This design comes from an exercise in tuning for small area, a short achievable clock period and few clock cycles per item on the open sky130 flow, not from production work.
Function was checked by simulation only, so behaviour that the tests miss may differ from the original.

## amber
## RFILE
module RFILE(clk, rst, A_x, A_y, B_x, B_y, C_x, C_y, rssiA, rssiB, rssiC,
             valueA, valueB, valueC, expA, expB, expC, busy, out_valid, xt, yt);
clock: 115.0 ns
lec_check: 0
abc_area: 1
cap_margin: 20
core_margin: 2
core_utilization: 40
slew_margin: 20
standard.sh (not shown) runs the stock make flow with config.mk's settings and CLKGATE_MAP_FILE= SYNTH_SCRIPT=/design/flow/synth_recipe.tcl, a recipe that flattens the netlist after the stock synthesis.
==> flow/flow/run.sh <==
#!/bin/bash
# Standard layout (the standard.sh) with two changes:
#  - synthesis script flow/syn.tcl (the standard flow's script with Yosys synth -noabc and
#    the final ABC mapping done by flow/abc_map.script),
#  - port buffers are sky130_fd_sc_hd__buf_1 (every port still gets one).
set -euo pipefail
HERE=$(pwd)
export FLOW_ABC_SCRIPT=$HERE/flow/abc_map.script
sed -e "s#SYNTH_SCRIPT=[^ ]*#SYNTH_SCRIPT=$HERE/flow/syn.tcl#" \
    -e "s#make -C #make BUFFER_PORTS_ARGS='-buffer_cell sky130_fd_sc_hd__buf_1' -C #" \
    standard.sh > flow_standard.sh
grep -q "flow/syn.tcl" flow_standard.sh
grep -q "BUFFER_PORTS_ARGS" flow_standard.sh
bash flow_standard.sh finish > make.log 2>&1
==> flow/flow/abc_map.script <==
strash
dch -f
map -D 18000
topo
stime -c
buffer -c
upsize -c
dnsize -c
==> flow/flow/syn.tcl <==
# The standard flow's synthesis script (synth_recipe.tcl) with two changes to the
# combinational mapping only; registers are unchanged:
#  - Yosys's generic synth runs without its early "abc -fast" pass (-noabc).
#    That pass rewrites XOR/majority logic so that extract_fa builds full
#    adders with inverted pins and leaves inverters between them.
#  - The final ABC mapping uses flow/abc_map.script (delay-targeted mapping
#    with area recovery, then the usual buffering and sizing) in place of the
#    ORFS script, whose delay target of 115 ps makes it map for speed only.
proc synth {args} { yosys synth -nofsm -noshare -noabc {*}$args }
proc abc {args} {
  set i [lsearch -exact $args -script]
  if {$i >= 0 && [info exists ::env(FLOW_ABC_SCRIPT)]} {
    lset args [expr {$i + 1}] $::env(FLOW_ABC_SCRIPT)
  }
  puts "abc mapping script: [lindex $args [expr {$i + 1}]]"
  yosys abc {*}$args
}
source $::env(SCRIPTS_DIR)/synth.tcl
# left out here: clear keep_hierarchy, flatten, clean up, hide names made inside functions, write 1_2_yosys.v
Testbench counts of amber, summed over its fixed seeds: cycles 4,835, items 512.
### amber -> sierra
--- a/flow/design.v
+++ b/flow/design.v
@@ -680,24 +680,24 @@
     {cx, cy} <= ph[3] ? {A_x, A_y} : ph[4] ? {B_x, B_y} : {C_x, C_y};
 end
 reg  [15:0] c0, c1;
 wire [15:0] cw = (ph[5] ? c0 : c1) - w;    
 always @(posedge clk) begin
     if (ph[0]) c0 <= {A_x, B_x};
     else if (ph[4]) c0 <= w;
     else c0 <= cw;
-    if (ph[0]) c1 <= {A_y, B_y};
+    if (ph[0]) c1 <= {C_x, A_y};
     else if (ph[5]) c1 <= w;
     else c1 <= cw;
 end
 wire signed [8:0] x0 = {1'b0, c0[7:0]} - {1'b0, c0[15:8]};
-wire signed [8:0] nx1 = {1'b0, c0[7:0]} - {1'b0, cx};          
-wire signed [8:0] ny0 = {1'b0, c1[15:8]} - {1'b0, c1[7:0]};    
-wire signed [8:0] y1 = {1'b0, cy} - {1'b0, c1[7:0]};
+wire signed [8:0] nx1 = {1'b0, c0[7:0]} - {1'b0, c1[15:8]};    
+wire signed [8:0] ny0 = {1'b0, c1[7:0]} - {1'b0, g[15:8]};     
+wire signed [8:0] y1 = {1'b0, g[7:0]} - {1'b0, g[15:8]};
 wire [15:0] ma = ph[6] ? c0 : first ? c1 : ph[2] ? {{7{fx[17]}}, fx[17:9]} : {{7{fx[8]}}, fx[8:0]};
 wire [8:0]  mpx = ph[2] ? fy[17:9] : ph[3] ? fy[8:0] : ph[6] ? fx[17:9] : fx[8:0];
 wire [8:0]  mpy = ph[6] ? fy[8:0] : fy[17:9];
 wire        mcx = ph[3];
 wire [24:0] madx = ph[3] ? ~{{6{rx[18]}}, rx} : first ? {rx[18], rx, fx[17:13]} : 25'd0;
 wire [24:0] mady = first ? {ry[18], ry, fy[4:0]} : 25'd0;
 wire be_one0 = ma[0] ^ 1'b0;
 wire be_two0 = (ma[1] & ~ma[0] & ~1'b0) | (~ma[1] & ma[0] & 1'b0);
@@ -1540,17 +1540,18 @@
 wire [24:0] myo = my_sum;
 reg  [17:0] g;
 reg         sgnd;
 wire [17:0] dl = mxo[17:0];        
 wire [16:0] adl = dl[17] ? 17'd0 - dl[16:0] : dl[16:0];
 wire gb17 = g[17], gb16 = ~g[17] & g[16], gb15 = ~g[17] & ~g[16] & g[15], gb14 = ~g[17] & ~g[16] & ~g[15];
 wire [18:0] negg = 19'd0 - {1'b0, g};
 always @(posedge clk) begin
-    if (ph[3]) begin
+    if (ph[0]) g <= {2'b00, B_y, C_y};
+    else if (ph[3]) begin
         sgnd <= ~dl[17];
         g <= {adl, 1'b0};
         k <= 3'd0;
         knz <= 1'b0;
     end else if (ph[4] | ph[5] | ph[6]) begin
         if (g[17:10] == 8'd0) begin g <= {g[9:0], 8'd0}; k <= k + 3'd2; knz <= 1'b1; end
         else if (g[17:14] == 4'd0) begin g <= {g[13:0], 4'd0}; k <= k + 3'd1; knz <= 1'b1; end
     end
==> comparison <==
sierra has completed all stages; timing, DRC and antenna checks passed.
Worst hold slack ends up higher on amber.
Compared to amber, sierra was floorplanned on a bigger die.
Compared with amber, the detailed router inserted more vias in sierra.
sierra vs amber, topmost layer with routed signal wires: met5 vs met4
Relative to amber, sierra degrades wire length of the first global-routing pass.
~same clock-cell share of area in sierra and amber
Comparing amber with sierra, the fraction of the core area covered by cells at the end of the flow came out essentially unchanged.
The detailed-route vias per instance in sierra sits 0.024 above the value recorded for amber.
Routed wire length grows by a few percent when moving from amber to sierra.
Fraction of the yosys area taken by sequential cells of amber is on par with sierra.
Reported for sierra and amber, depth of the critical timing path with buffers and inverters included turned out identical to the last digit.
Testbench counts of sierra, summed over its fixed seeds: cycles 4,835, items 512.

-- separate check: timing with driven ports --
In the flow no input, the clock included, has a driving cell. The finished layouts below were timed again as built, in two steps. Step 1, drivers: a clkbuf_16 drives clk and a buf_2 each remaining input, both assumed. Step 2 times the ports against the registers' clock, not the clock port: input delays grow and output delays shrink by t, the midpoint of the rising clock arrivals with the driver on. Three values: no drivers, after step 1, after step 2; two values: the first two.
run	t, ns	slack for setup (ns)	pins driven straight from the clock port
amber	0.667	90.801 / 90.738 / 90.997	1
sierra	0.673	90.838 / 90.772 / 90.627	1
After both steps setup and hold are still met in every run listed. For sierra, which loses most, drivers alone change the setup slack by -0.066 ns; drivers and shift together by -0.211 ns.
